This design comes from an exercise in tuning for small area and a short achievable clock period on the open sky130 flow, not from production work.
The RTL was checked by simulation tests, not by an equivalence proof against the original design.
No activity file was given, so power comes from the tool's default toggle rates.

[config.mk]
export PLATFORM = sky130hd
export DESIGN_NAME = gelu_lut_module
export DESIGN_NICKNAME = gelu_lut_module
export VERILOG_FILES = /design/flow/design.v
export SDC_FILE = /design/flow/constraint.sdc
export NUM_CORES = 4
export LEC_CHECK = 0
export ABC_AREA = 1
export CAP_MARGIN = 70
export CORE_MARGIN = 2
export CORE_UTILIZATION = 40
export SETUP_SLACK_MARGIN = 2.85
export SLEW_MARGIN = 70
export TNS_END_PERCENT = 5
[constraint.sdc]
create_clock -name core_clock -period 5.0 [get_ports {clk}]
set_input_delay 1.0000 -clock core_clock [delete_from_list [all_inputs] [get_ports {clk}]]
set_output_delay 1.0000 -clock core_clock [all_outputs]
set_load 0.01 [all_outputs]
[design.v]
`timescale 1ns / 1ps
module gelu_lut_module (
    input                       clk,
    input                       rst_n,
    input                       in_valid,
    input      signed [15:0]    in_data,
    output reg                  out_valid,
    output     signed [10:0]    out_data
);
    reg         v1, s1;
    reg  [9:0]  m1;
    wire [5:0]  c;
    wire [9:0]  xa = in_data[9:0];
    wire [9:0]  lowor;
    genvar gi;
    generate for (gi = 0; gi < 10; gi = gi + 1) begin : g_or
        assign lowor[gi] = |xa[gi:0];
    end endgenerate
    wire [5:0]  pos_lo = s1 ? 6'd0 : m1[5:0];
    wire [4:0]  hi     = s1 ? 5'd0 : {1'b0, m1[9:6]};
    wire [6:0]  dlo    = {1'b0, pos_lo} - {1'b0, c};
    always @(posedge clk or negedge rst_n)
        if (!rst_n) begin v1 <= 1'b0; out_valid <= 1'b0; end
        else begin v1 <= in_valid; out_valid <= v1; end
    always @(posedge clk) begin
        s1 <= in_data[10];
        m1 <= xa ^ ({10{in_data[10]}} & {lowor[8:0], 1'b0});
    end
    reg  [5:0]  lo2;
    reg         b2;
    reg  [4:0]  hi2, hm2;
    always @(posedge clk) begin
        lo2 <= dlo[5:0];
        b2  <= dlo[6];
        hi2 <= hi;
        hm2 <= hi - 5'd1;
    end
    assign out_data = {b2 ? hm2 : hi2, lo2};
    gelu_c u_c (.a(m1), .y(c));
endmodule
module gelu_c (input [9:0] a, output [5:0] y);
  wire n17, n18, n19, n20, n21, n22, n23,
    n24, n25, n26, n27, n28, n29, n30, n31,
    n32, n33, n34, n35, n37, n38, n39, n40,
    n41, n42, n43, n44, n45, n46, n47, n48,
    n49, n51, n52, n53, n54, n55, n56, n57,
    n58, n59, n60, n61, n62, n63, n64, n65,
    n66, n67, n68, n69, n70, n71, n72, n73,
    n74, n75, n76, n77, n78, n79, n80, n81,
    n82, n83, n84, n85, n86, n87, n88, n89,
    n90, n91, n92, n93, n95, n96, n97, n98,
    n99, n100, n101, n102, n103, n104, n105,
    n106, n107, n108, n109, n110, n111, n112,
    n113, n114, n115, n116, n117, n118, n119,
    n120, n121, n122, n123, n124, n125, n126,
    n127, n128, n129, n130, n131, n132, n133,
    n134, n135, n137, n138, n139, n140, n141,
    n142, n143, n144, n145, n146, n147, n148,
    n149, n150, n151, n152, n153, n154, n155,
    n156, n157, n158, n159, n160, n161, n162,
    n163, n164, n165, n166, n167, n168, n169,
    n170, n171, n172, n173, n174, n175, n176,
    n177, n178, n179, n180, n181, n182, n183,
    n184, n185, n186, n187, n188, n189, n190,
    n191, n192, n193, n194, n195, n196, n197,
    n198, n199, n200, n201, n202, n203, n205,
    n206, n207, n208, n209, n210, n211, n212,
    n213, n214, n215, n216, n217, n218, n219,
    n220, n221, n222, n223, n224, n225, n226,
    n227, n228, n229, n230, n231, n232, n233,
    n234, n235, n236, n237, n238, n239, n240,
    n241, n242, n243, n244, n245, n246, n247,
    n248, n249, n250, n251, n252, n253, n254,
    n255, n256, n257, n258, n259, n260, n261,
    n262, n263, n264, n265, n266, n267, n268,
    n269, n270, n271, n272, n273, n274, n275,
    n276, n277, n278, n279, n280, n281, n282,
    n283, n284, n285, n286, n287, n288, n289,
    n290, n291, n292, n293, n294, n295, n296,
    n297, n298, n299, n300, n301;
  assign n17 = a[8] & a[7];
  assign n18 = ~a[8] & ~a[6];
  assign n19 = a[2] & a[1];
  assign n20 = ~a[3] & ~n19;
  assign n21 = a[4] & ~n20;
  assign n22 = ~a[8] & ~n21;
  assign n23 = a[1] & a[0];
  assign n24 = ~a[3] & ~n23;
  assign n25 = ~a[2] & n24;
  assign n26 = a[4] & ~n25;
  assign n27 = a[8] & n26;
  assign n28 = ~n22 & ~n27;
  assign n29 = ~a[5] & ~n28;
  assign n30 = a[8] & a[5];
  assign n31 = ~n29 & ~n30;
  assign n32 = a[6] & ~n31;
  assign n33 = ~n18 & ~n32;
  assign n34 = ~a[7] & ~n33;
  assign n35 = ~a[9] & ~n17;
  assign y[5] = ~n34 & n35;
  assign n37 = ~a[4] & n25;
  assign n38 = a[5] & ~n37;
  assign n39 = ~a[6] & ~n38;
  assign n40 = n34 & ~n39;
  assign n41 = ~a[3] & ~a[2];
  assign n42 = ~n24 & ~n41;
  assign n43 = a[4] & n42;
  assign n44 = a[8] & ~a[5];
  assign n45 = ~n43 & n44;
  assign n46 = a[6] & ~n45;
  assign n47 = a[7] & ~n18;
  assign n48 = ~n46 & n47;
  assign n49 = ~n40 & ~n48;
  assign y[4] = ~a[9] & ~n49;
  assign n51 = ~a[2] & ~a[1];
  assign n52 = ~a[0] & n51;
  assign n53 = a[3] & ~n52;
  assign n54 = a[4] & n53;
  assign n55 = a[5] & n54;
  assign n56 = ~a[7] & n18;
  assign n57 = ~n55 & n56;
  assign n58 = a[9] & ~n57;
  assign n59 = ~a[6] & ~n30;
  assign n60 = ~a[1] & ~a[0];
  assign n61 = a[2] & ~n60;
  assign n62 = ~a[3] & ~n61;
  assign n63 = ~a[4] & n62;
  assign n64 = ~a[8] & ~n63;
  assign n65 = ~a[5] & ~n64;
  assign n66 = ~a[3] & n51;
  assign n67 = a[8] & ~n66;
  assign n68 = a[4] & n67;
  assign n69 = ~a[4] & ~a[3];
  assign n70 = n52 & n69;
  assign n71 = ~n26 & ~n70;
  assign n72 = ~a[8] & ~n71;
  assign n73 = ~a[5] & ~n68;
  assign n74 = ~n72 & n73;
  assign n75 = n65 & ~n74;
  assign n76 = n59 & ~n75;
  assign n77 = ~n46 & ~n76;
  assign n78 = a[7] & ~n77;
  assign n79 = ~a[8] & ~a[4];
  assign n80 = a[3] & n61;
  assign n81 = ~a[4] & ~n80;
  assign n82 = a[8] & ~n81;
  assign n83 = ~n79 & ~n82;
  assign n84 = ~a[5] & ~n83;
  assign n85 = a[3] & ~n51;
  assign n86 = a[4] & n85;
  assign n87 = n38 & ~n86;
  assign n88 = n59 & ~n87;
  assign n89 = ~n84 & n88;
  assign n90 = ~n32 & ~n89;
  assign n91 = ~a[7] & ~n90;
  assign n92 = ~a[9] & ~n78;
  assign n93 = ~n91 & n92;
  assign y[3] = ~n58 & ~n93;
  assign n95 = n51 & n69;
  assign n96 = ~a[5] & n95;
  assign n97 = n57 & ~n96;
  assign n98 = a[9] & ~n97;
  assign n99 = ~a[4] & ~n42;
  assign n100 = n22 & ~n99;
  assign n101 = ~a[5] & ~n27;
  assign n102 = ~n100 & n101;
  assign n103 = ~a[8] & n69;
  assign n104 = ~n68 & ~n103;
  assign n105 = a[5] & ~n104;
  assign n106 = a[6] & ~n105;
  assign n107 = ~n102 & n106;
  assign n108 = ~a[5] & ~n82;
  assign n109 = n26 & ~n53;
  assign n110 = ~a[8] & a[3];
  assign n111 = ~n109 & n110;
  assign n112 = n108 & ~n111;
  assign n113 = a[3] & n19;
  assign n114 = ~a[4] & ~n113;
  assign n115 = ~n25 & n114;
  assign n116 = ~n86 & ~n115;
  assign n117 = ~a[8] & ~n116;
  assign n118 = ~n68 & ~n117;
  assign n119 = a[5] & ~n118;
  assign n120 = ~a[6] & ~n112;
  assign n121 = ~n119 & n120;
  assign n122 = ~a[7] & ~n107;
  assign n123 = ~n121 & n122;
  assign n124 = a[4] & n80;
  assign n125 = ~a[8] & ~n124;
  assign n126 = a[5] & ~n125;
  assign n127 = ~n27 & n126;
  assign n128 = ~n75 & ~n127;
  assign n129 = ~a[6] & ~n128;
  assign n130 = ~n30 & ~n65;
  assign n131 = n46 & ~n130;
  assign n132 = a[7] & ~n131;
  assign n133 = ~n129 & n132;
  assign n134 = ~a[9] & ~n123;
  assign n135 = ~n133 & n134;
  assign y[2] = n98 | n135;
  assign n137 = a[9] & ~a[7];
  assign n138 = a[6] & ~a[5];
  assign n139 = n125 & n138;
  assign n140 = a[5] & ~n54;
  assign n141 = ~a[2] & ~n23;
  assign n142 = a[3] & ~n141;
  assign n143 = a[4] & n142;
  assign n144 = ~a[8] & ~n95;
  assign n145 = ~n143 & n144;
  assign n146 = ~a[5] & ~n145;
  assign n147 = n59 & ~n140;
  assign n148 = ~n146 & n147;
  assign n149 = ~n139 & ~n148;
  assign n150 = n137 & ~n149;
  assign n151 = a[8] & n37;
  assign n152 = ~n20 & ~n113;
  assign n153 = ~n99 & n152;
  assign n154 = ~a[8] & ~n153;
  assign n155 = n101 & ~n154;
  assign n156 = a[5] & n104;
  assign n157 = ~n72 & n156;
  assign n158 = ~n155 & ~n157;
  assign n159 = ~n151 & ~n158;
  assign n160 = a[6] & ~n159;
  assign n161 = ~a[4] & a[2];
  assign n162 = a[4] & ~n62;
  assign n163 = ~n19 & n53;
  assign n164 = n162 & ~n163;
  assign n165 = ~n161 & ~n164;
  assign n166 = ~a[8] & ~n165;
  assign n167 = n108 & ~n166;
  assign n168 = a[4] & n66;
  assign n169 = ~a[0] & n66;
  assign n170 = ~a[4] & ~n169;
  assign n171 = a[8] & ~n168;
  assign n172 = ~n170 & n171;
  assign n173 = ~n41 & ~n85;
  assign n174 = a[4] & ~n173;
  assign n175 = ~a[3] & ~n141;
  assign n176 = ~n19 & ~n175;
  assign n177 = ~a[4] & ~n176;
  assign n178 = ~a[8] & ~n174;
  assign n179 = ~n177 & n178;
  assign n180 = a[5] & ~n172;
  assign n181 = ~n179 & n180;
  assign n182 = ~a[6] & ~n181;
  assign n183 = ~n167 & n182;
  assign n184 = ~a[7] & ~n183;
  assign n185 = ~n160 & n184;
  assign n186 = ~n74 & ~n127;
  assign n187 = a[8] & n95;
  assign n188 = ~n186 & ~n187;
  assign n189 = ~a[6] & ~n188;
  assign n190 = n64 & ~n162;
  assign n191 = a[3] & a[2];
  assign n192 = ~a[4] & ~n191;
  assign n193 = a[5] & ~n192;
  assign n194 = ~n190 & n193;
  assign n195 = ~n43 & ~n63;
  assign n196 = a[8] & ~n195;
  assign n197 = n65 & ~n196;
  assign n198 = a[6] & ~n194;
  assign n199 = ~n197 & n198;
  assign n200 = a[7] & ~n199;
  assign n201 = ~n189 & n200;
  assign n202 = ~a[9] & ~n185;
  assign n203 = ~n201 & n202;
  assign y[1] = n150 | n203;
  assign n205 = a[5] & n26;
  assign n206 = ~a[4] & ~n85;
  assign n207 = ~a[5] & ~n206;
  assign n208 = ~n124 & n207;
  assign n209 = ~n205 & ~n208;
  assign n210 = a[6] & ~n209;
  assign n211 = n140 & ~n206;
  assign n212 = ~n66 & n114;
  assign n213 = ~a[5] & ~n143;
  assign n214 = ~n212 & n213;
  assign n215 = ~n211 & ~n214;
  assign n216 = ~a[6] & ~n215;
  assign n217 = ~a[8] & n137;
  assign n218 = ~n210 & n217;
  assign n219 = ~n216 & n218;
  assign n220 = n81 & ~n175;
  assign n221 = a[5] & ~n109;
  assign n222 = ~n220 & n221;
  assign n223 = ~a[0] & n69;
  assign n224 = ~n19 & ~n51;
  assign n225 = ~n223 & ~n224;
  assign n226 = ~a[2] & n223;
  assign n227 = ~a[5] & ~n225;
  assign n228 = ~n226 & n227;
  assign n229 = ~a[8] & ~n228;
  assign n230 = ~n222 & n229;
  assign n231 = ~a[5] & ~n25;
  assign n232 = ~n142 & n231;
  assign n233 = ~n85 & ~n169;
  assign n234 = ~a[4] & ~n233;
  assign n235 = ~n143 & ~n168;
  assign n236 = ~n234 & n235;
  assign n237 = n87 & n236;
  assign n238 = a[8] & ~n232;
  assign n239 = ~n237 & n238;
  assign n240 = a[6] & ~n230;
  assign n241 = ~n239 & n240;
  assign n242 = ~n61 & n85;
  assign n243 = ~n60 & n174;
  assign n244 = ~n43 & ~n243;
  assign n245 = ~n242 & ~n244;
  assign n246 = ~n19 & ~n141;
  assign n247 = ~n60 & ~n246;
  assign n248 = ~a[3] & ~n247;
  assign n249 = a[3] & ~n246;
  assign n250 = ~a[4] & ~n249;
  assign n251 = ~n248 & n250;
  assign n252 = ~a[8] & ~n251;
  assign n253 = ~n245 & n252;
  assign n254 = a[8] & ~n236;
  assign n255 = ~n253 & ~n254;
  assign n256 = a[5] & ~n255;
  assign n257 = ~a[4] & ~a[1];
  assign n258 = ~a[2] & n53;
  assign n259 = a[2] & n60;
  assign n260 = n24 & ~n259;
  assign n261 = ~n113 & ~n260;
  assign n262 = ~n258 & n261;
  assign n263 = a[4] & ~n262;
  assign n264 = ~a[8] & ~n257;
  assign n265 = ~n263 & n264;
  assign n266 = n82 & n195;
  assign n267 = ~a[5] & ~n187;
  assign n268 = ~n266 & n267;
  assign n269 = ~n265 & n268;
  assign n270 = ~a[6] & ~n269;
  assign n271 = ~n256 & n270;
  assign n272 = ~a[7] & ~n241;
  assign n273 = ~n271 & n272;
  assign n274 = ~n62 & n114;
  assign n275 = ~n43 & ~n274;
  assign n276 = a[8] & ~n275;
  assign n277 = n65 & ~n276;
  assign n278 = ~n169 & n192;
  assign n279 = ~n43 & ~n278;
  assign n280 = a[8] & ~n279;
  assign n281 = ~n190 & ~n280;
  assign n282 = a[5] & ~n281;
  assign n283 = a[6] & ~n277;
  assign n284 = ~n282 & n283;
  assign n285 = n67 & ~n85;
  assign n286 = ~n53 & n170;
  assign n287 = ~a[8] & ~n26;
  assign n288 = ~n286 & n287;
  assign n289 = ~a[5] & ~n285;
  assign n290 = ~n288 & n289;
  assign n291 = n26 & ~n191;
  assign n292 = ~n66 & n206;
  assign n293 = ~n291 & ~n292;
  assign n294 = a[8] & ~n293;
  assign n295 = n126 & ~n294;
  assign n296 = ~a[6] & ~n290;
  assign n297 = ~n295 & n296;
  assign n298 = a[7] & ~n284;
  assign n299 = ~n297 & n298;
  assign n300 = ~a[9] & ~n299;
  assign n301 = ~n273 & n300;
  assign y[0] = n219 | n301;
endmodule
[flow/run.sh]
#!/bin/bash
set -euo pipefail
bash standard.sh ADDER_MAP_FILE= \
  "BUFFER_PORTS_ARGS=-buffer_cell sky130_fd_sc_hd__buf_1" \
  "CTS_ARGS=-sink_clustering_enable -repair_clock_nets -dont_use_dummy_load" \
  finish > run_make.log 2>&1
[standard.sh]
#!/bin/bash
# synth_recipe.tcl (not shown) runs the flow's synth.tcl, then flattens the netlist and writes it again
# the make line also repeats each setting of config.mk as NAME=value (left out here)
make -C /OpenROAD-flow-scripts/flow DESIGN_CONFIG=/design/flow/config.mk WORK_HOME=/design/flow/orfs CLKGATE_MAP_FILE= SYNTH_SCRIPT=/design/flow/synth_recipe.tcl "${@:-finish}"
==> run_results.csv, run 1 <==
group,metric,value,unit
status,status,"no timing/DRC/antenna violations",
timing,slew_headroom,75.2,%
worst_setup_path,path_cells,"mux2_2 > buf_1",
synthesis,synth_top_area_cell,"nand2_1",
worst_setup_path,criticalPathCategory,"reg2out",
worst_setup_path,cp_max_fo,5,
synthesis,netlist_top_cells_area,"nand2_1, dfxtp_1, nand3_1, nor2_1, inv_1",
worst_setup_path,path_buf_inv,1,
clock_tree,numCtsBuffers,5,
cells_and_area,nNetsFinal,473,
drt,met3WireLength,585,um
timing,tns,0,ps
drt,drt_wl_total,7.29,mm
timing,finalSetupViolations,0,
placement,port_buffers,25,
drt,topRoutingLayerUsed,"met4",
timing,fin_worst_skew,15.9,ps
placement,hpwl,4.80,mm
clock_tree,insertion_delay,280,ps
clock_tree,clock_sinks,29,
drt,wl_per_cell,13.9,um
worst_setup_path,max_stage_delay,380,ps
floorplan,rows,27,
timing,tightest_slew,371,ps
global_routing,grt_start_max_net_pins,24,
clock_tree,cts_htree_levels,2,
global_routing,grt_pass1_wl,11.2,mm
timing,final.min_clock_period,2130,ps
floorplan,die_w,80.7,um
floorplan,initial_core_util,42.0,%
drt,wl_met1,3.12,mm
floorplan,die_area,6510,sq um
worst_setup_path,end_kind,"primary output",
pwr,power_density,316,nW/um^2
worst_hold_path,hold_class,"reg2reg",
pwr,power,0.000984,W
synthesis,synth_cell_types,30,
clock_tree,cts.path.max_buffers,2,
clock_tree,path_clk_slew,60,ps
drt,met2_length,3.34,mm
worst_setup_path,cp.required,4000,ps
global_routing,grt_overflow,0,
cells_and_area,fin_util,55.5,%
floorplan,io-pin-count,31,
synthesis,synth_seq_cells,29,
global_routing,antenna_found_initial,0,
timing,fmax,470,MHz
timing,slew_violations,0,
drt,remaining_drc_errors,0,
worst_setup_path,critical_path.slowest_cell,"dfxtp_2",
cells_and_area,areaGrowthSynthToFinish,32.3,%
timing,period_share,42.5,%
pwr,p_leak,1.50,nW
worst_setup_path,startpoint_type,"flop",
clock_tree,cts_root_buffer,"clkbuf_8",
drt,drt_iter0_markers,354,
synthesis,ys_warn_count,1,
clock_tree,cts_tree,"done",
synthesis,syn_avg_cell_area,5.70,sq um
worst_setup_path,crit_family,"flip-flops",
global_routing,grt_use_total,21.8,%
synthesis,ys_seq_area_share,25.1,%
floorplan,die_h,80.7,um
cells_and_area,diodes,0,
timing,rsz0062_at_grt,"yes",
drt,vias,2883,
timing,hold_violations,0,
synthesis,synthesis.nets,432,
placement,finalWeightedCongestion,0.918,
drt,viasPerCell,5.50,
pwr,irDropWorstVdd,0.171,mV
synthesis,synth_cells,413,
synthesis,synth.top_cell.area_share,24.6,%
drt,first_pass_iters,5,
synthesis,syn_area,2350,sq um
run,maxCapViolCount,0,
floorplan,core,5610,sq um
worst_setup_path,worstPathArrival,1130,ps
global_routing,grt_pass1_vias,2424,
cells_and_area,drive_gt1_share,28.1,%
drt,ant_nets,0,
==> cell usage in the layout (no fill, tap or decap), types with 3 or more instances in the layout <==
master	Yosys	layout
nand2_1	154	119
inv_2	6	7
a21oi_1	13	10
buf_4	0	20
nand3_1	55	41
nor2_4	1	6
clkbuf_8	0	5
a21oi_2	0	3
nor2_1	46	37
nand3_2	3	14
inv_4	0	3
nand3_4	0	3
xnor2_1	7	7
nand3b_1	5	5
dfxtp_4	0	7
buf_1	2	25
o21ai_1	3	5
o21ai_0	13	10
mux2_2	4	4
inv_1	31	25
nand2_2	5	28
nand4_1	6	6
nor2_2	0	4
xor2_1	5	5
nand2_4	0	11
dfxtp_1	27	18
==> final cells by class <==
cell class | instances | area, sq um
Fill cell | 564 | 2490
Multi-Input combinational cell | 331 | 1860
Sequential cell | 29 | 619
Timing Repair Buffer | 48 | 295
Inverter | 39 | 178
Tap cell | 72 | 90.1
Clock buffer | 5 | 68.8
==> sequential cells by signal, summed over array words and instances (netlist names) <==
| register | cells |
|---|---|
| out_valid | 1 |
| hi2 | 4 |
| lo2 | 6 |
| m1 | 10 |
| b2 | 1 |
| s1 | 1 |
| v1 | 1 |
| hm2 | 5 |
==> repair_timing <==
action / in CTS / in global routing
hold buffers: 0 / 0
buffers inserted: 0 / 23
pin swaps: 0 / 24
setup endpoints to repair: 10 / 11
gates resized for setup: 12 / 107
==> stage by stage <==
step | std cells | worst slack, ps | instance area [sq um] | hold WS (ps)
floorplan | 413 | 2900 | 2350 | 331
global placement | 496 | 2000 | 2470 | 341
detailed placement | 496 | 2600 | 2470 | 340
CTS | 501 | 2800 | 2570 | 364
global route | 524 | 2700 | 3110 | 365
finish | 524 | 2870 | 3110 | 364
==> power breakdown <==
part	total, W	internal (W)	switching, W	leakage, nW
logic	0.000501	0.000191	0.000310	1.21
clock network	0.000165	0.0000890	0.0000759	0.0359
registers	0.000317	0.000274	0.0000426	0.253
==> cell families (layout without fill, tap and decap cells) <==
| kind of cell | Yosys count | after routing | share of synthesized area (%) |
|---|---|---|---|
| DFF | 29 | 29 | 25.1 |
| AOI/OAI and AO/OA | 37 | 37 | 8.72 |
| buffers and inverters | 53 | 92 | 9.25 |
| and+or+nand+nor | 278 | 278 | 50.6 |
| xor gates and xnor gates | 12 | 12 | 4.47 |
| muxes | 4 | 4 | 1.91 |
==> worst paths after layout <==
kind	from	to	slack, ps	cells past startpoint
worst max register to register	m1[1]	b2	2880	15
worst min register to register	v1	out_valid	360	0
worst min-delay path	v1	out_valid	360	0
worst max-delay path	b2	out_data[8]	2870	2
max in group asynchronous	rst_n	v1	4390	1
min in group asynchronous	rst_n	out_valid	490	1
==> routing by layer <==
metal	vias up	global-route usage, %
met4	0	7.97
met1	1280	30.0
met5	-	0
met3	31	4.27
met2	161	33.7
li1	1411	-
==> synthesized netlist by cell type <==
master       n
a21oi_1     13
a31oi_1      2
buf_1        2
buf_2        9
buf_6        1
clkbuf_1     2
clkinv_1     2
dfrtp_1      2
dfxtp_1     27
inv_1       31
inv_2        6
mux2_2       4
nand2_1    154
nand2_2      5
nand3_1     55
nand3_2      3
nand3b_1     5
nand4_1      6
nor2_1      46
nor2_4       1
nor3_1       2
o2111ai_1    1
o211ai_1     2
o21ai_0     13
o21ai_1      3
o31ai_1      2
o32ai_1      1
or2_0        1
xnor2_1      7
xor2_1       5
==> run 2, diff against run 1 <==
--- a/config.mk
+++ b/config.mk
@@ -11,3 +11,3 @@
 export CORE_UTILIZATION = 40
-export SETUP_SLACK_MARGIN = 2.85
+export SETUP_SLACK_MARGIN = 2.65
 export SLEW_MARGIN = 70
==> run 2 against run 1 <==
  * Non-clock buffer count decreased by 20
  * Synthesized cell count stayed put
  * First-iteration DRC count shrank 18%
  * Clock power barely moved
  * Register-to-register slack about the same
  * Die area unchanged
  * Sequential power about the same
  * Final cell count down 3.8%
==> run_results.csv, run 2 <==
group,metric,value,unit
floorplan,initial_core_util,42.0,%
synthesis,synth_mux_area_share,1.91,%
timing,fmax,456,MHz
synthesis,synth_top_family_by_area,"simple AND/OR/NAND/NOR gates",
floorplan,die_h,80.7,um
worst_setup_path,endpoint,"out_data[8]",
clock_tree,path_clk_slew,60,ps
drt,drt_wl_total,6.64,mm
synthesis,netlist_top_cells_area,"nand2_1, dfxtp_1, nand3_1, nor2_1, inv_1",
clock_tree,cts_root_buffer,"clkbuf_8",
clock_tree,clock_sinks,29,
pwr,power_frac_seq,35.9,%
timing,hold_violations,0,
global_routing,grt_start_max_net_pins,24,
floorplan,rows,27,
drt,first_pass_iters,5,
synthesis,synth.top_cell.area_share,24.6,%
synthesis,ys_async_sr_fraction,6.90,%
worst_setup_path,criticalPathCategory,"reg2out",
cells_and_area,layout_commonest_cell,"nand2_1",
worst_setup_path,crit_family,"flip-flops",
pwr,power.internal,0.000505,W
clock_tree,numCtsBuffers,5,
timing,tightest_slew,366,ps
global_routing,grt_pass1_vias,2423,
worst_setup_path,rr_startpoint,"m1[2]",
synthesis,synthXorXnorAreaFrac,4.47,%
cells_and_area,top_regs,"m1 (10), lo2 (6), hm2 (5)",
floorplan,die_area,6510,sq um
drt,vias,2650,
synthesis,syn_avg_cell_area,5.70,sq um
clock_tree,insertion_delay,270,ps
worst_setup_path,rrSetupSlack,2870,ps
clock_tree,cts_tree,"done",
pwr,clockPowerShare,18.6,%
cells_and_area,drive_gt1_share,13.4,%
synthesis,synth_ff_type,"dfxtp_1",
global_routing,grt_overflow,0,
placement,finalWeightedCongestion,0.918,
floorplan,io-pin-count,31,
synthesis,synth_cells,413,
synthesis,synth_edf_count,0,
timing,slew_violations,0,
placement,hpwl,4.80,mm
pwr,power,0.000884,W
pwr,p_switching,0.000379,W
cells_and_area,num-fill-cells,624,
timing,slew_headroom,75.6,%
cells_and_area,largest_reg_flops,10,
cells_and_area,mostFrequentLayoutCells,"nand2_1, nand3_1, nor2_1",
worst_hold_path,hold_class,"reg2reg",
global_routing,grt_use_total,21.8,%
timing,period_share,43.8,%
drt,ant_nets,0,
worst_setup_path,cp_max_fo,5,
global_routing,grt_pass1_wl,11.2,mm
timing,final.min_clock_period,2190,ps
timing,tns,0,ps
synthesis,synthTopCellsByCount,"nand2_1, nand3_1, nor2_1",
timing,rsz0062_at_grt,"yes",
pwr,power_density,330,nW/um^2
drt,remaining_drc_errors,0,
floorplan,core,5610,sq um
worst_setup_path,path_cells,"mux2_2 > buf_1",
synthesis,synth-compound-area-share,8.72,%
synthesis,synthesis.nets,432,
pwr,combPwrFrac,45.5,%
drt,wl_per_cell,13.2,um
synthesis,synth_top_area_cell,"nand2_1",
drt,drt_iter0_markers,289,
worst_setup_path,reg2reg_to,"lo2[4]",
cells_and_area,diodes,0,
synthesis,syn_area,2350,sq um
pwr,irDropWorstVdd,0.171,mV
worst_setup_path,critical_path.slowest_cell,"dfxtp_1",
worst_setup_path,startpoint,"b2",
floorplan,die_w,80.7,um
cells_and_area,nNetsFinal,453,
worst_setup_path,cp.required,4000,ps
synthesis,ys_seq_area_share,25.1,%
global_routing,antenna_found_initial,0,
worst_setup_path,max_stage_delay,430,ps
synthesis,synth_seq_cells,29,
worst_setup_path,startpoint_type,"flop",
clock_tree,cts_htree_levels,2,
pwr,p_leak,1.33,nW
synthesis,synth_adder_area_share,0,%
worst_setup_path,r2r_cells,17,
cells_and_area,fin_util,47.8,%
cells_and_area,areaGrowthSynthToFinish,13.8,%
run,maxCapViolCount,0,
synthesis,synth-simple-area-share,50.6,%
clock_tree,ctsHoldBuffers,0,
synthesis,ys_warn_count,1,
clock_tree,cts.path.max_buffers,2,
synthesis,synth_cell_types,30,
worst_setup_path,worstPathArrival,1190,ps
cells_and_area,top_register,"m1",
worst_setup_path,cp.depth,2,
synthesis,synth_most_common_cell,"nand2_1",
timing,fin_worst_skew,16.7,ps
drt,viasPerCell,5.26,
timing,finalSetupViolations,0,
worst_setup_path,path_buf_inv,1,
placement,port_buffers,25,
status,status,"no timing/DRC/antenna violations",
pwr,swShare,42.9,%
worst_setup_path,end_kind,"primary output",
==> run 2: cell counts after synthesis <==
No cell type changed its count.
==> run 2: power by group through the flow <==
stage,logic [W],registers (W),clock network (W)
floorplan,0.000297,0.000304,0
detailed placement,0.000369,0.000321,0
global placement,0.000368,0.000320,0
CTS,0.000372,0.000317,0.000173
finish,0.000403,0.000317,0.000164
global route,0.000458,0.000324,0.000185
==> run 2: how the worst min path moves through the flow <==
stage	from	endpoint	slack [ps]	cells past startpoint
floorplan	v1	out_valid	330	0
global placement	v1	out_valid	340	0
detailed placement	v1	out_valid	340	0
CTS	v1	out_valid	360	0
global route	v1	out_valid	370	0
finish	v1	out_valid	360	0
==> run 2: repair_timing <==
item,CTS,global route
setup buffers,0,3
pin swaps,0,1
gates resized for setup,4,36
endpoints found under the setup margin,3,5
==> run 2: cells by family after synthesis <==
logic type,Yosys count
DFF,29
muxes,4
xor gates and xnor gates,12
and+or+nand+nor,278
AOI/OAI and AO/OA,37
buffers and inverters,53
==> run 2: layer usage <==
metal  up-vias  track usage, %  wire (um)
met1      1154            30.0       3000
met5         -               0          0
met3        13            4.27        525
met4         0            7.97        142
met2       118            33.7       2970
li1       1365               -          -
==> run 2: per-stage QoR <==
step / setup slack (ps) / hold slack [ps] / instance area [sq um] / cells
4_1_cts: 2710 / 364 / 2550 / 501
3_3_place_gp: 2000 / 341 / 2470 / 496
6_report: 2810 / 364 / 2680 / 504
5_1_grt: 2610 / 365 / 2680 / 504
3_5_place_dp: 2600 / 340 / 2470 / 496
2_1_floorplan: 2900 / 331 / 2350 / 413
==> run 2: area by class of cell <==
class	count	area, sq um	share of cell area, %
Clock buffer	5	68.8	2.57
Timing Repair Buffer	28	116	4.34
Sequential cell	29	616	23.0
Inverter	39	165	6.17
Multi-Input combinational cell	331	1620	60.6
Tap cell	72	90.1	3.36
==> run 3, diff against run 2 <==
==> flow/run.sh (replaced) <==
#!/bin/bash
set -euo pipefail
args=()
while IFS= read -r line || [[ -n "$line" ]]; do
  [[ -z "$line" || "$line" == \#* ]] && continue
  args+=("$line")
done < flow/make_args.txt
bash standard.sh "${args[@]}" finish > run_make.log 2>&1
==> flow/make_args.txt (new file) <==
ADDER_MAP_FILE=
BUFFER_PORTS_ARGS=-buffer_cell sky130_fd_sc_hd__buf_1
CTS_ARGS=-sink_clustering_enable -repair_clock_nets -dont_use_dummy_load
SETUP_MOVE_SEQUENCE=unbuffer,sizeup,swap
--- a/config.mk
+++ b/config.mk
@@ -11,3 +11,3 @@
 export CORE_UTILIZATION = 40
-export SETUP_SLACK_MARGIN = 2.65
+export SETUP_SLACK_MARGIN = 2.75
 export SLEW_MARGIN = 70
==> run 3 against run 2 <==
  * Still clean
  * Global-route usage unchanged
  * Final cell count shrank 0.60%
  * First-iteration DRC count shrank 18%
  * Final area is 0.65% higher
  * Critical path depth unchanged
  * Register-to-register slack is essentially flat
  * Sequential power rose by 2%
  * Core utilization up 0.31 points
  * Routed wire length decreased by 3.6%
  * Critical path type unchanged
  * Critical endpoint unchanged
==> run_results.csv, run 3 <==
group,metric,value,unit
cells_and_area,areaGrowthSynthToFinish,14.6,%
synthesis,synth_seq_cells,29,
timing,tns,0,ps
worst_setup_path,end_kind,"primary output",
synthesis,netlist_top_cells_area,"nand2_1, dfxtp_1, nand3_1, nor2_1, inv_1",
clock_tree,insertion_delay,280,ps
timing,rsz0062_at_grt,"yes",
placement,hpwl,4.80,mm
synthesis,synthXorXnorAreaFrac,4.47,%
worst_hold_path,hold_depth,0,
clock_tree,post_cts_buffers,0,
drt,viasPerCell,5.22,
clock_tree,numCtsBuffers,5,
clock_tree,ctsHoldBuffers,0,
cells_and_area,nNetsFinal,450,
worst_setup_path,cp.required,4000,ps
pwr,p_leak,1.33,nW
synthesis,synth_cells,413,
cells_and_area,fin_util,48.1,%
synthesis,synth_most_common_cell,"nand2_1",
timing,fin_worst_skew,16.9,ps
cells_and_area,drive_gt1_share,15.4,%
placement,finalWeightedCongestion,0.918,
synthesis,synth_adder_area_share,0,%
floorplan,die_area,6510,sq um
synthesis,synth_top_area_cell,"nand2_1",
global_routing,grt_pass1_wl,11.2,mm
global_routing,grt_start_max_net_pins,24,
global_routing,grt_overflow,0,
timing,slew_violations,0,
global_routing,antenna_found_initial,0,
cells_and_area,diodes,0,
run,maxCapViolCount,0,
floorplan,die_h,80.7,um
synthesis,synth_cell_types,30,
synthesis,synthTopCellsByCount,"nand2_1, nand3_1, nor2_1",
worst_setup_path,startpoint_type,"flop",
floorplan,initial_core_util,42.0,%
clock_tree,cts_tree,"done",
floorplan,rows,27,
placement,port_buffers,25,
clock_tree,cts_root_buffer,"clkbuf_8",
global_routing,grt_use_total,21.8,%
timing,period_share,43.9,%
worst_setup_path,r2r_cells,17,
synthesis,synth_top_family_by_area,"simple AND/OR/NAND/NOR gates",
clock_tree,cts.path.max_buffers,2,
cells_and_area,largest_reg_flops,10,
clock_tree,path_clk_slew,60,ps
timing,slew_headroom,75.5,%
timing,final.min_clock_period,2190,ps
timing,finalSetupViolations,0,
timing,fmax,456,MHz
drt,remaining_drc_errors,0,
cells_and_area,layout_commonest_cell,"nand2_1",
worst_hold_path,hold_class,"reg2reg",
synthesis,synth_mux_area_share,1.91,%
synthesis,syn_avg_cell_area,5.70,sq um
drt,drt_wl_total,6.40,mm
status,status,"no timing/DRC/antenna violations",
worst_setup_path,cp_max_fo,5,
synthesis,ys_seq_area_share,25.1,%
clock_tree,clock_sinks,29,
synthesis,syn_area,2350,sq um
drt,first_pass_iters,5,
drt,drt_iter0_markers,238,
cells_and_area,top_register,"m1",
pwr,power_density,329,nW/um^2
drt,vias,2617,
floorplan,io-pin-count,31,
timing,hold_violations,0,
timing,tightest_slew,368,ps
pwr,irDropWorstVdd,0.170,mV
synthesis,synth_ff_type,"dfxtp_1",
synthesis,synth.top_cell.area_share,24.6,%
cells_and_area,top_regs,"m1 (10), lo2 (6), hm2 (5)",
drt,ant_nets,0,
synthesis,ys_warn_count,1,
synthesis,synthesis.nets,432,
clock_tree,cts_htree_levels,2,
drt,wl_per_cell,12.8,um
synthesis,synth-compound-area-share,8.72,%
worst_setup_path,criticalPathCategory,"reg2out",
synthesis,synth-simple-area-share,50.6,%
cells_and_area,mostFrequentLayoutCells,"nand2_1, nand3_1, nor2_1",
floorplan,core,5610,sq um
floorplan,die_w,80.7,um
worst_setup_path,worstPathArrival,1190,ps
synthesis,synth_edf_count,0,
global_routing,grt_pass1_vias,2424,
synthesis,ys_async_sr_fraction,6.90,%
[run 3: per-layer routing]
metal	wire length, um	vias up	global-route usage [%]	part of all wire [%]
met1	2940	1147	30.0	46
met5	0	-	0	0
met4	138	0	7.97	2.2
met3	401	13	4.27	6.3
li1	-	1361	-	-
met2	2920	96	33.7	46
[run 3: what timing repair did]
item	4_1_cts	5_1_grt
gates resized for setup	6	47
endpoints found under the setup margin	5	11
gates cloned	0	0
pin swaps	0	7
[run 3: critical path, stage by stage (launching register included)]
cell and delay [ps]:
dfxtp_1 430, mux2_2 360, buf_1 130
[run 3: worst paths after layout]
| check | startpoint | end | slack, ps |
|---|---|---|---|
| max reg2reg | m1[3] | lo2[4] | 2860 |
| min in group asynchronous | rst_n | out_valid | 500 |
| max | b2 | out_data[8] | 2810 |
| min | v1 | out_valid | 360 |
| min reg2reg | v1 | out_valid | 360 |
| max in group asynchronous | rst_n | v1 | 4380 |
[run 3: per-stage QoR]
| stage | power [W] | worst slack, ps | cells | hold WS (ps) | cell area [sq um] |
|---|---|---|---|---|---|
| CTS | 0.000862 | 2750 | 501 | 364 | 2560 |
| detailed placement | 0.000690 | 2600 | 496 | 340 | 2470 |
| global placement | 0.000688 | 2000 | 496 | 341 | 2470 |
| global route | 0.000969 | 2630 | 501 | 365 | 2700 |
| finish | 0.000886 | 2810 | 501 | 364 | 2700 |
| floorplan | 0.000600 | 2900 | 413 | 331 | 2350 |
[run 3: final cells by class]
type	instances	area, sq um
Inverter	39	168
Tap cell	72	90.1
Timing Repair Buffer	25	93.8
Fill cell	615	2910
Sequential cell	29	616
Clock buffer	5	68.8
Multi-Input combinational cell	331	1660
[run 3: kinds of logic (layout without fill, tap and decap cells)]
logic type,Yosys count,in the layout
multiplexers,4,4
XOR/XNOR,12,12
buffers and inverters,53,69
AND/OR/NAND/NOR,278,278
AO/OA/AOI/OAI,37,37
flip-flops,29,29
[run 3: power by group]
group	internal [W]	switching, W
Clock	0.0000890	0.0000756
Sequential	0.000274	0.0000478
Combinational	0.000142	0.000258
==> run 4, diff against run 3 <==
--- a/config.mk
+++ b/config.mk
@@ -11,3 +11,3 @@
 export CORE_UTILIZATION = 40
-export SETUP_SLACK_MARGIN = 2.75
+export SETUP_SLACK_MARGIN = 2.7
 export SLEW_MARGIN = 70
==> run 4 against run 3 <==
  * Still clean on timing, DRC and antenna
  * Synthesized cell count unchanged
  * Via count increased by 0.73%
  * First-iteration DRC count increased by 9.2%
==> run_results.csv, run 4 <==
group,metric,value,unit
global_routing,use_met3,4.27,%
global_routing,grt_pass1_wl,11.2,mm
pwr,power_density,329,nW/um^2
timing,slew_violations,0,
synthesis,ys_warn_count,1,
synthesis,synth_adder_area_share,0,%
pwr,irDropWorstVdd,0.171,mV
pwr,swShare,43.0,%
cells_and_area,diodes,0,
floorplan,die_area,6510,sq um
worst_setup_path,startpoint_type,"flop",
pwr,p_leak,1.33,nW
cells_and_area,areaGrowthSynthToFinish,14.6,%
global_routing,use_met2,33.7,%
placement,finalWeightedCongestion,0.918,
clock_tree,cts.path.max_buffers,2,
synthesis,synth-simple-area-share,50.6,%
synthesis,synth_most_common_cell,"nand2_1",
synthesis,synthesis.nets,432,
drt,remaining_drc_errors,0,
run,maxCapViolCount,0,
pwr,p_switching,0.000381,W
synthesis,synth_cell_types,30,
synthesis,synthXorXnorAreaFrac,4.47,%
floorplan,io-pin-count,31,
worst_hold_path,hold_class,"reg2reg",
synthesis,synth_top_family_by_area,"simple AND/OR/NAND/NOR gates",
cells_and_area,layout_commonest_cell,"nand2_1",
global_routing,grt_use_met1,30.0,%
pwr,combPwrFrac,45.1,%
status,status,"no timing/DRC/antenna violations",
drt,vias,2636,
worst_setup_path,cp_max_fo,5,
worst_setup_path,critical_path.slowest_cell,"dfxtp_1",
timing,final.min_clock_period,2190,ps
placement,hpwl,4.80,mm
timing,hold_violations,0,
timing,rsz0062_at_grt,"yes",
pwr,power_frac_seq,36.3,%
placement,port_buffers,25,
timing,tightest_slew,376,ps
clock_tree,post_cts_buffers,0,
synthesis,synth_edf_count,0,
cells_and_area,top_regs,"m1 (10), lo2 (6), hm2 (5)",
global_routing,grt_overflow,0,
global_routing,grt_use_total,21.8,%
synthesis,synth_cells,413,
timing,slew_headroom,74.9,%
clock_tree,cts_htree_levels,2,
drt,viasPerCell,5.26,
worst_setup_path,end_kind,"primary output",
clock_tree,path_clk_slew,60,ps
clock_tree,numCtsBuffers,5,
global_routing,grt_pass1_vias,2423,
clock_tree,ctsHoldBuffers,0,
clock_tree,cts_root_buffer,"clkbuf_8",
cells_and_area,mostFrequentLayoutCells,"nand2_1, nand3_1, nor2_1",
floorplan,die_h,80.7,um
synthesis,synth_seq_cells,29,
pwr,power.internal,0.000505,W
drt,drt_iter0_markers,260,
timing,fmax,456,MHz
pwr,clockPowerShare,18.5,%
timing,period_share,43.9,%
timing,finalSetupViolations,0,
worst_setup_path,max_stage_delay,430,ps
synthesis,ys_async_sr_fraction,6.90,%
global_routing,top_usage_layer,"met2",
drt,ant_nets,0,
global_routing,grt_start_max_net_pins,24,
worst_setup_path,worstPathArrival,1190,ps
cells_and_area,largest_reg_flops,10,
cells_and_area,top_register,"m1",
synthesis,netlist_top_cells_area,"nand2_1, dfxtp_1, nand3_1, nor2_1, inv_1",
timing,fin_worst_skew,16.9,ps
floorplan,initial_core_util,42.0,%
clock_tree,insertion_delay,280,ps
floorplan,die_w,80.7,um
drt,first_pass_iters,5,
pwr,power,0.000886,W
clock_tree,clock_sinks,29,
worst_setup_path,path_cells,"mux2_2 > buf_1",
synthesis,synth_mux_area_share,1.91,%
synthesis,syn_area,2350,sq um
cells_and_area,nNetsFinal,450,
synthesis,ys_seq_area_share,25.1,%
timing,tns,0,ps
worst_setup_path,criticalPathCategory,"reg2out",
synthesis,synth_ff_type,"dfxtp_1",
cells_and_area,drive_gt1_share,15.4,%
global_routing,antenna_found_initial,0,
synthesis,synth.top_cell.area_share,24.6,%
synthesis,syn_avg_cell_area,5.70,sq um
synthesis,synth-compound-area-share,8.72,%
drt,wl_per_cell,12.8,um
drt,drt_wl_total,6.41,mm
synthesis,synth_top_area_cell,"nand2_1",
synthesis,synthTopCellsByCount,"nand2_1, nand3_1, nor2_1",
clock_tree,cts_tree,"done",
floorplan,core,5610,sq um
worst_setup_path,cp.required,4000,ps
floorplan,rows,27,
[run 4: final timing paths]
path,from,endpoint,slack (ps),cells after the start
worst max-delay path,b2,out_data[8],2810,2
worst min-delay path,v1,out_valid,360,0
worst max register to register,m1[3],lo2[4],2850,18
worst min register to register,v1,out_valid,360,0
max in group asynchronous,rst_n,v1,4380,1
min in group asynchronous,rst_n,out_valid,500,1
[run 4: cells by family after synthesis]
family	count (synthesis)
XOR/XNOR	12
flip-flops	29
multiplexers	4
AND/OR/NAND/NOR	278
buffers and inverters	53
AO/OA/AOI/OAI	37
[run 4: cell type report]
class | count | area [sq um]
multi-input combinational | 331 | 1660
timing repair buffer | 25 | 93.8
inverter | 39 | 168
clock buffer | 5 | 68.8
fill | 617 | 2910
tap | 72 | 90.1
sequential | 29 | 616
[run 4: power by group through the flow]
stage	Clock, W	Combinational [W]	Sequential, W
4_1_cts	0.000173	0.000372	0.000317
2_1_floorplan	0	0.000297	0.000304
6_report	0.000164	0.000400	0.000322
3_3_place_gp	0	0.000368	0.000320
5_1_grt	0.000185	0.000455	0.000329
3_5_place_dp	0	0.000369	0.000321
[run 4: critical path: cells and delay by family (launching register included)]
| kind | cells | cell delay (ps) |
|---|---|---|
| mux | 1 | 360 |
| buf+inv | 1 | 130 |
| flops | 1 | 430 |
[run 4: timing repair]
item | in CTS | in global routing
endpoints found under the setup margin | 4 | 6
pin swaps | 0 | 7
gates resized for setup | 4 | 49
[run 4: routing by layer]
layer  vias up  part of all wire (%)
met1      1167                    47
met3        14                   5.8
met2        95                    45
met5         -                     0
met4         0                   2.3
li1       1360                     -
[run 4: per-stage QoR]
| stage | setup WS [ps] | utilization, % | cells | area (sq um) | hold WS [ps] |
|---|---|---|---|---|---|
| 2_1_floorplan | 2900 | - | 413 | 2350 | 331 |
| 3_3_place_gp | 2000 | 44.0 | 496 | 2470 | 341 |
| 3_5_place_dp | 2600 | 44.1 | 496 | 2470 | 340 |
| 4_1_cts | 2710 | 45.5 | 501 | 2550 | 364 |
| 5_1_grt | 2640 | 48.1 | 501 | 2700 | 365 |
| 6_report | 2810 | 48.1 | 501 | 2700 | 364 |
==> run 5, diff against run 4 <==
==> flow/make_args.txt (replaced) <==
ADDER_MAP_FILE=
BUFFER_PORTS_ARGS=-buffer_cell sky130_fd_sc_hd__buf_1
CTS_ARGS=-sink_clustering_enable -repair_clock_nets -dont_use_dummy_load
==> run 5 against run 4 <==
  * Still clean
  * Synthesized cell count unchanged
  * Clock skew about the same
  * Maximum frequency about the same
  * Critical path depth unchanged
  * Sequential cell count unchanged
  * Critical endpoint unchanged
==> run_results.csv, run 5 <==
group,metric,value,unit
status,status,"no timing/DRC/antenna violations",
floorplan,die_w,80.7,um
pwr,power_density,328,nW/um^2
pwr,power.internal,0.000516,W
global_routing,grt_pass1_wl,11.2,mm
timing,fmax,456,MHz
clock_tree,numCtsBuffers,5,
floorplan,die_h,80.7,um
placement,finalWeightedCongestion,0.918,
cells_and_area,drive_gt1_share,17.4,%
pwr,power_frac_seq,35.0,%
pwr,power,0.000903,W
clock_tree,clock_sinks,29,
pwr,combPwrFrac,46.8,%
worst_setup_path,criticalPathCategory,"reg2out",
drt,vias,2698,
worst_setup_path,critical_path.slowest_cell,"dfxtp_1",
cells_and_area,fin_util,49.1,%
synthesis,synth_most_common_cell,"nand2_1",
floorplan,die_area,6510,sq um
worst_setup_path,max_stage_delay,430,ps
timing,hold_violations,0,
clock_tree,insertion_delay,280,ps
global_routing,grt_use_total,21.8,%
cells_and_area,multiInputGateArea,1660,sq um
synthesis,synth_cells,413,
timing,hold_ws,364,ps
pwr,irDropWorstVdd,0.170,mV
synthesis,syn_avg_cell_area,5.70,sq um
worst_setup_path,startpoint_type,"flop",
worst_setup_path,path_buf_inv,1,
timing,fin_worst_skew,16.6,ps
timing,tns,0,ps
synthesis,synth.top_cell.area_share,24.6,%
floorplan,io-pin-count,31,
worst_setup_path,path_cells,"mux2_2 > buf_1",
worst_setup_path,worstPathArrival,1190,ps
synthesis,ys_async_sr_fraction,6.90,%
cells_and_area,areaGrowthSynthToFinish,17.0,%
clock_tree,ctsHoldBuffers,0,
drt,drt_wl_total,6.68,mm
worst_setup_path,end_kind,"primary output",
synthesis,synth_cell_types,30,
pwr,p_switching,0.000387,W
run,maxCapViolCount,0,
timing,finalSetupViolations,0,
timing,period_share,43.9,%
floorplan,initial_core_util,42.0,%
synthesis,synth_seq_cells,29,
drt,wl_per_cell,13.1,um
timing,final.min_clock_period,2190,ps
cells_and_area,nNetsFinal,458,
clock_tree,cts.path.max_buffers,2,
placement,port_buffers,25,
clock_tree,path_clk_slew,60,ps
global_routing,grt_start_max_net_pins,24,
pwr,swShare,42.9,%
clock_tree,cts_htree_levels,2,
synthesis,synth_ff_type,"dfxtp_1",
worst_hold_path,hold_class,"reg2reg",
drt,first_pass_iters,5,
synthesis,synthesis.nets,432,
global_routing,grt_pass1_vias,2423,
synthesis,ys_warn_count,1,
timing,rsz0062_at_grt,"yes",
synthesis,synth_edf_count,0,
floorplan,core,5610,sq um
timing,tightest_slew,367,ps
placement,hpwl,4.80,mm
cells_and_area,mostFrequentLayoutCells,"nand2_1, nand3_1, nor2_1",
worst_setup_path,cp_max_fo,5,
worst_setup_path,crit_family,"flip-flops",
synthesis,synth_top_area_cell,"nand2_1",
cells_and_area,top_regs,"m1 (10), lo2 (6), hm2 (5)",
drt,remaining_drc_errors,0,
global_routing,antenna_found_initial,0,
worst_setup_path,cp.required,4000,ps
cells_and_area,num-fill-cells,616,
pwr,p_leak,1.36,nW
synthesis,synthTopCellsByCount,"nand2_1, nand3_1, nor2_1",
timing,slew_violations,0,
synthesis,netlist_top_cells_area,"nand2_1, dfxtp_1, nand3_1, nor2_1, inv_1",
clock_tree,cts_tree,"done",
synthesis,ys_seq_area_share,25.1,%
synthesis,syn_area,2350,sq um
global_routing,grt_overflow,0,
clock_tree,cts_root_buffer,"clkbuf_8",
drt,viasPerCell,5.30,
timing,slew_headroom,75.5,%
cells_and_area,seq_area,616,sq um
cells_and_area,largest_reg_flops,10,
floorplan,rows,27,
cells_and_area,layout_commonest_cell,"nand2_1",
cells_and_area,top_register,"m1",
cells_and_area,diodes,0,
drt,ant_nets,0,
pwr,clockPowerShare,18.3,%
drt,drt_iter0_markers,228,
==> run 5: final cells by class <==
type,count,area share (%)
sequential,29,22.4
tap,72,3.27
clock buffer,5,2.50
timing repair buffer,33,5.50
inverter,39,6.00
multi-input combinational,331,60.4
==> run 5: what timing repair did <==
action                     in CTS  in global routing
setup endpoints to repair       4                  6
pin swaps                       0                  8
setup buffers                   0                  8
gates resized for setup         4                 50
==> run 5: cells by family (layout without fill, tap and decap cells) <==
logic type      count (synthesis)  count (layout)  synth area share [%]
compound gates                 37              37                  8.72
xor+xnor                       12              12                  4.47
buf+inv                        53              77                  9.25
flops                          29              29                  25.1
mux                             4               4                  1.91
simple gates                  278             278                  50.6
==> run 5: metrics by stage <==
stage	setup slack (ps)	area (sq um)	std cells
floorplan	2900	2350	413
global placement	2000	2470	496
detailed placement	2600	2470	496
CTS	2710	2550	501
global route	2670	2750	509
finish	2810	2750	509
==> run 5: metal layers <==
metal	vias up	wire length, um	global-route usage (%)
li1	1381	-	-
met1	1176	2940	30.0
met2	126	3060	33.7
met3	15	535	4.27
met4	0	155	7.97
met5	-	0	0
==> run 5: final timing paths <==
path,startpoint,to,cells after the start,slack (ps)
worst max-delay path,b2,out_data[8],2,2810
worst min-delay path,v1,out_valid,0,360
worst max register to register,m1[4],lo2[4],15,2880
worst min register to register,v1,out_valid,0,360
max in group asynchronous,rst_n,v1,1,4390
min in group asynchronous,rst_n,out_valid,1,490
==> run 5: power by group through the flow <==
stage / sequential (W) / clock [W] / combinational, W
2_1_floorplan: 0.000304 / 0 / 0.000297
3_3_place_gp: 0.000320 / 0 / 0.000368
3_5_place_dp: 0.000321 / 0 / 0.000369
4_1_cts: 0.000317 / 0.000173 / 0.000372
5_1_grt: 0.000323 / 0.000185 / 0.000479
6_report: 0.000316 / 0.000165 / 0.000422
==> run 6, diff against run 5 <==
--- a/flow/make_args.txt
+++ b/flow/make_args.txt
@@ -3 +3,2 @@
 CTS_ARGS=-sink_clustering_enable -repair_clock_nets -dont_use_dummy_load
+SKIP_LAST_GASP=1
==> run 6 against run 5 <==
  * Synthesized cell count is the same
  * Largest cell class unchanged
  * Critical path depth is the same
  * Still clean on timing, DRC and antenna
  * Area after synthesis is the same
  * Critical endpoint unchanged
  * Clock skew is the same
  * Sequential power is essentially flat
  * Core utilization is the same
==> run_results.csv, run 6 <==
group,metric,value,unit
synthesis,synth-compound-area-share,8.72,%
worst_setup_path,startpoint_type,"flop",
timing,finalSetupViolations,0,
timing,tightest_slew,367,ps
clock_tree,clock_sinks,29,
synthesis,synthTopCellsByCount,"nand2_1, nand3_1, nor2_1",
placement,port_buffers,25,
timing,rsz0062_at_grt,"yes",
drt,first_pass_iters,5,
global_routing,grt_pass1_wl,11.2,mm
worst_setup_path,rr_startpoint,"m1[4]",
worst_setup_path,startpoint,"b2",
clock_tree,cts_tree,"done",
clock_tree,ctsHoldBuffers,0,
cells_and_area,drive_gt1_share,17.4,%
floorplan,initial_core_util,42.0,%
worst_setup_path,rrSetupSlack,2880,ps
synthesis,netlist_top_cells_area,"nand2_1, dfxtp_1, nand3_1, nor2_1, inv_1",
pwr,p_leak,1.36,nW
floorplan,die_w,80.7,um
cells_and_area,fin_area,2750,sq um
timing,period_share,43.9,%
synthesis,synthXorXnorAreaFrac,4.47,%
synthesis,synth_most_common_cell,"nand2_1",
cells_and_area,fin_util,49.1,%
drt,remaining_drc_errors,0,
drt,drt_wl_total,6.68,mm
placement,dpl.cell_count,496,
floorplan,rows,27,
clock_tree,cts_htree_levels,2,
placement,finalWeightedCongestion,0.918,
worst_setup_path,cp.required,4000,ps
synthesis,synth_ff_type,"dfxtp_1",
drt,viasPerCell,5.30,
placement,placed_cell_area,2470,sq um
synthesis,synth_seq_cells,29,
drt,met3WireLength,535,um
cells_and_area,top_regs,"m1 (10), lo2 (6), hm2 (5)",
clock_tree,numCtsBuffers,5,
clock_tree,path_clk_slew,60,ps
drt,ant_nets,0,
timing,final.min_clock_period,2190,ps
synthesis,syn_area,2350,sq um
drt,topRoutingLayerUsed,"met4",
worst_setup_path,critical_path.slowest_cell,"dfxtp_1",
clock_tree,cts.path.max_buffers,2,
timing,hold_violations,0,
worst_setup_path,criticalPathCategory,"reg2out",
global_routing,grt_use_total,21.8,%
cells_and_area,layout_commonest_cell,"nand2_1",
synthesis,synth_top_area_cell,"nand2_1",
drt,wl_met1,2.94,mm
drt,vias,2698,
cells_and_area,largest_reg_flops,10,
timing,fmax,456,MHz
synthesis,syn_avg_cell_area,5.70,sq um
synthesis,synth_edf_count,0,
synthesis,synth_mux_area_share,1.91,%
synthesis,synth_adder_area_share,0,%
cells_and_area,num-fill-cells,616,
status,status,"no timing/DRC/antenna violations",
synthesis,synth_cell_types,30,
floorplan,io-pin-count,31,
cells_and_area,diodes,0,
cells_and_area,areaGrowthSynthToFinish,17.0,%
synthesis,ys_seq_area_share,25.1,%
pwr,power_density,328,nW/um^2
worst_setup_path,end_kind,"primary output",
drt,drt_iter0_markers,228,
worst_setup_path,path_cells,"mux2_2 > buf_1",
worst_setup_path,max_stage_delay,430,ps
cells_and_area,final_cells,509,
synthesis,synth_top_family_by_area,"simple AND/OR/NAND/NOR gates",
clock_tree,cts_root_buffer,"clkbuf_8",
cells_and_area,top_register,"m1",
worst_hold_path,hold_class,"reg2reg",
global_routing,grt_start_max_net_pins,24,
pwr,irDropWorstVdd,0.170,mV
floorplan,die_h,80.7,um
timing,slew_headroom,75.5,%
synthesis,ys_async_sr_fraction,6.90,%
timing,slew_violations,0,
floorplan,die_area,6510,sq um
timing,tns,0,ps
clock_tree,insertion_delay,280,ps
global_routing,grt_pass1_vias,2423,
timing,fin_worst_skew,16.6,ps
cells_and_area,nNetsFinal,458,
worst_setup_path,r2r_cells,15,
run,maxCapViolCount,0,
drt,met2_length,3.06,mm
drt,wl_per_cell,13.1,um
placement,hpwl,4.80,mm
synthesis,synth.top_cell.area_share,24.6,%
synthesis,synth_cells,413,
cells_and_area,mostFrequentLayoutCells,"nand2_1, nand3_1, nor2_1",
global_routing,grt_overflow,0,
synthesis,synth-simple-area-share,50.6,%
global_routing,antenna_found_initial,0,
worst_setup_path,endpoint,"out_data[8]",
synthesis,synthesis.nets,432,
worst_setup_path,reg2reg_to,"lo2[4]",
floorplan,core,5610,sq um
worst_setup_path,worstPathArrival,1190,ps
worst_setup_path,cp_max_fo,5,
synthesis,ys_warn_count,1,
## run 6: cell counts in the layout (fill, tap and decap cells not counted)
No cell type changed its count.
## run 6: logic make-up after synthesis
family	count (synthesis)
AND/OR/NAND/NOR	278
buffers and inverters	53
AO/OA/AOI/OAI	37
flip-flops	29
XOR/XNOR	12
multiplexers	4
## run 6: worst min-delay path by stage
stage          from   endpoint  slack (ps)  cells past startpoint
2_1_floorplan    v1  out_valid         330                      0
3_3_place_gp     v1  out_valid         340                      0
3_5_place_dp     v1  out_valid         340                      0
4_1_cts          v1  out_valid         360                      0
5_1_grt          v1  out_valid         370                      0
6_report         v1  out_valid         360                      0
## run 6: repair_timing
action                                  CTS  global route
endpoints found under the setup margin    4             6
pin swaps                                 0             8
setup buffers                             0             8
gates resized for setup                   4            50
hold endpoints to repair                  0             0
cloned                                    0             0
## run 6: through the flow
stage / setup WS (ps) / total power (W) / hold WS [ps]
2_1_floorplan: 2900 / 0.000600 / 331
3_3_place_gp: 2000 / 0.000688 / 341
3_5_place_dp: 2600 / 0.000690 / 340
4_1_cts: 2710 / 0.000862 / 364
5_1_grt: 2670 / 0.000986 / 365
6_report: 2810 / 0.000903 / 364
## run 6: final cells by class
type	instances	area (sq um)	share of cell area, %
timing repair buffer	33	151	5.50
inverter	39	165	6.00
multi-input combinational	331	1660	60.4
sequential	29	616	22.4
clock buffer	5	68.8	2.50
tap	72	90.1	3.27
## run 6: critical path: cells and delay by family (launching register included)
family | cells | cell delay, ps
buffers and inverters | 1 | 130
flip-flops | 1 | 430
multiplexers | 1 | 360
## run 6: where the power goes
| group | leakage, nW | internal (W) | switching [W] |
|---|---|---|---|
| clock | 0.0359 | 0.0000890 | 0.0000761 |
| combinational | 1.07 | 0.000153 | 0.000269 |
| sequential | 0.253 | 0.000274 | 0.0000419 |
| total | 1.36 | 0.000516 | 0.000387 |
## run 6: layer usage
metal / track usage, % / vias up
met5: 0 / -
met4: 7.97 / 0
met3: 4.27 / 15
met2: 33.7 / 126
met1: 30.0 / 1176
li1: - / 1381
==> run 7, diff against run 6 <==
==> flow/make_args.txt (replaced) <==
ADDER_MAP_FILE=
BUFFER_PORTS_ARGS=-buffer_cell sky130_fd_sc_hd__buf_1
CTS_ARGS=-sink_clustering_enable -repair_clock_nets -dont_use_dummy_load
SKIP_GATE_CLONING=1
==> run 7 against run 6 <==
  * Sequential share of layout area did not move
  * Synthesized cell count did not move
  * Final area did not move
  * Sequential power barely moved
  * Total power did not move
  * Still clean on timing, DRC and antenna
  * Hold slack did not move
  * Global-route usage did not move
  * Largest cell class unchanged
  * Clock-buffer cell count did not move
  * Maximum frequency did not move
  * Critical path type unchanged
  * Routed wire length did not move
==> run_results.csv, run 7 <==
group,metric,value,unit
status,status,"no timing/DRC/antenna violations",
synthesis,ys_warn_count,1,
global_routing,grt_pass1_vias,2423,
clock_tree,numCtsBuffers,5,
timing,fin_worst_skew,16.6,ps
pwr,p_leak,1.36,nW
floorplan,io-pin-count,31,
global_routing,grt_use_total,21.8,%
clock_tree,cts.path.max_buffers,2,
timing,fin_ws,2810,ps
worst_setup_path,crit_family,"flip-flops",
clock_tree,cts_root_buffer,"clkbuf_8",
synthesis,ys_async_sr_fraction,6.90,%
cells_and_area,num-fill-cells,616,
synthesis,synth_cell_types,30,
cells_and_area,top_register,"m1",
worst_setup_path,worstPathArrival,1190,ps
synthesis,netlist_top_cells_area,"nand2_1, dfxtp_1, nand3_1, nor2_1, inv_1",
synthesis,syn_area,2350,sq um
floorplan,rows,27,
timing,hold_violations,0,
synthesis,synthTopCellsByCount,"nand2_1, nand3_1, nor2_1",
cells_and_area,fin_util,49.1,%
worst_setup_path,critical_path.slowest_cell,"dfxtp_1",
drt,ant_nets,0,
worst_setup_path,criticalPathCategory,"reg2out",
clock_tree,clock_sinks,29,
timing,finalSetupViolations,0,
worst_setup_path,end_kind,"primary output",
drt,remaining_drc_errors,0,
cells_and_area,areaGrowthSynthToFinish,17.0,%
drt,first_pass_iters,5,
placement,finalWeightedCongestion,0.918,
run,maxCapViolCount,0,
cells_and_area,layout_commonest_cell,"nand2_1",
worst_setup_path,path_buf_inv,1,
cells_and_area,multiInputGateArea,1660,sq um
synthesis,synth_top_area_cell,"nand2_1",
synthesis,synth_edf_count,0,
synthesis,synth_seq_cells,29,
floorplan,die_w,80.7,um
worst_setup_path,max_stage_delay,430,ps
clock_tree,ctsHoldBuffers,0,
synthesis,synth.top_cell.area_share,24.6,%
drt,vias,2698,
clock_tree,cts_tree,"done",
floorplan,core,5610,sq um
timing,rsz0062_at_grt,"yes",
timing,slew_violations,0,
pwr,irDropWorstVdd,0.170,mV
synthesis,ys_seq_area_share,25.1,%
worst_hold_path,hold_class,"reg2reg",
floorplan,die_h,80.7,um
drt,drt_iter0_markers,228,
cells_and_area,diodes,0,
timing,tightest_slew,367,ps
timing,final.min_clock_period,2190,ps
cells_and_area,seq_area,616,sq um
drt,viasPerCell,5.30,
global_routing,grt_pass1_wl,11.2,mm
cells_and_area,largest_reg_flops,10,
synthesis,synth_most_common_cell,"nand2_1",
cells_and_area,top_regs,"m1 (10), lo2 (6), hm2 (5)",
floorplan,die_area,6510,sq um
timing,fmax,456,MHz
floorplan,initial_core_util,42.0,%
cells_and_area,nNetsFinal,458,
placement,hpwl,4.80,mm
drt,drt_wl_total,6.68,mm
cells_and_area,mostFrequentLayoutCells,"nand2_1, nand3_1, nor2_1",
clock_tree,cts_htree_levels,2,
placement,port_buffers,25,
global_routing,grt_overflow,0,
synthesis,synth_cells,413,
global_routing,grt_start_max_net_pins,24,
timing,period_share,43.9,%
clock_tree,path_clk_slew,60,ps
worst_setup_path,cp_max_fo,5,
drt,wl_per_cell,13.1,um
global_routing,antenna_found_initial,0,
synthesis,syn_avg_cell_area,5.70,sq um
pwr,power_density,328,nW/um^2
timing,tns,0,ps
synthesis,synth_ff_type,"dfxtp_1",
placement,dp_slack,2600,ps
worst_setup_path,cp.required,4000,ps
pwr,power,0.000903,W
worst_setup_path,startpoint_type,"flop",
worst_setup_path,path_cells,"mux2_2 > buf_1",
timing,slew_headroom,75.5,%
clock_tree,insertion_delay,280,ps
synthesis,synthesis.nets,432,
cells_and_area,drive_gt1_share,17.4,%
==> run 7: cells by family (layout without fill, tap and decap cells) <==
logic type | after synthesis | in the layout | share of synthesized area, %
AOI/OAI and AO/OA | 37 | 37 | 8.72
buffers and inverters | 53 | 77 | 9.25
xor gates and xnor gates | 12 | 12 | 4.47
and+or+nand+nor | 278 | 278 | 50.6
muxes | 4 | 4 | 1.91
DFF | 29 | 29 | 25.1
==> run 7: layer usage <==
metal / vias to the layer above / routed length (um) / global-route usage, %
li1: 1381 / - / -
met1: 1176 / 2940 / 30.0
met2: 126 / 3060 / 33.7
met3: 15 / 535 / 4.27
met4: 0 / 155 / 7.97
met5: - / 0 / 0
==> run 7: final timing paths <==
| check | end | depth (start not counted) | slack, ps | start |
|---|---|---|---|---|
| worst max register to register | lo2[4] | 15 | 2880 | m1[4] |
| worst min register to register | out_valid | 0 | 360 | v1 |
| min in group asynchronous | out_valid | 1 | 490 | rst_n |
| worst max-delay path | out_data[8] | 2 | 2810 | b2 |
| max in group asynchronous | v1 | 1 | 4390 | rst_n |
| worst min-delay path | out_valid | 0 | 360 | v1 |
==> run 7: area by class of cell <==
class | count | area share, %
tap | 72 | 3.27
inverter | 39 | 6.00
sequential | 29 | 22.4
timing repair buffer | 33 | 5.50
clock buffer | 5 | 2.50
multi-input combinational | 331 | 60.4
==> run 7: power by group <==
part	internal, W	switching (W)
Clock	0.0000890	0.0000761
Combinational	0.000153	0.000269
Sequential	0.000274	0.0000419
Total	0.000516	0.000387
==> run 7: what timing repair did <==
item | 4_1_cts | 5_1_grt
setup buffers | 0 | 8
cloned | 0 | 0
resized for setup | 4 | 50
pin swaps | 0 | 8
endpoints found under the setup margin | 4 | 6
hold endpoints to repair | 0 | 0
==> run 7: per-stage QoR <==
| stage | hold slack [ps] | instance area [sq um] | std cells |
|---|---|---|---|
| 2_1_floorplan | 331 | 2350 | 413 |
| 3_3_place_gp | 341 | 2470 | 496 |
| 3_5_place_dp | 340 | 2470 | 496 |
| 4_1_cts | 364 | 2550 | 501 |
| 5_1_grt | 365 | 2750 | 509 |
| 6_report | 364 | 2750 | 509 |

-- re-timing with driven ports --
In the flow no input, the clock included, has a driving cell. The finished layouts below were timed again as built, in two steps. Step 1 assumes that a clkbuf_16 drives the clock port and a buf_2 every other input. Step 2, shift: input delay + t, output delay - t, t = (earliest + latest rising clock arrival at the registers) / 2. This alone moves slack from input paths to output paths. Slacks: no drivers / after step 1 / after step 2; pairs: no drivers / after step 1.
run	t, ns	setup slack, ns	hold slack, ns	worst setup path at the end	clock arrival spread, ns
run 1	0.296	2.873 / 2.845 / 2.695	0.364 / 0.364 / 0.364	input to register	0.016 / 0.015
run 2	0.293	2.809 / 2.781 / 2.627	0.364 / 0.364 / 0.364	input to register	0.017 / 0.017
run 3	0.295	2.806 / 2.779 / 2.625	0.364 / 0.364 / 0.364	input to register	0.017 / 0.017
run 4	0.294	2.807 / 2.780 / 2.626	0.364 / 0.364 / 0.364	input to register	0.017 / 0.016
run 5	0.295	2.806 / 2.779 / 2.627	0.364 / 0.364 / 0.364	input to register	0.016 / 0.016
run 6	0.295	2.806 / 2.779 / 2.627	0.364 / 0.364 / 0.364	input to register	0.016 / 0.016
run 7	0.295	2.806 / 2.779 / 2.627	0.364 / 0.364 / 0.364	input to register	0.016 / 0.016
After both steps setup and hold are still met in every run listed. The setup slack of run 2, which loses most, moves by -0.028 ns with the drivers and by -0.182 ns with both steps.
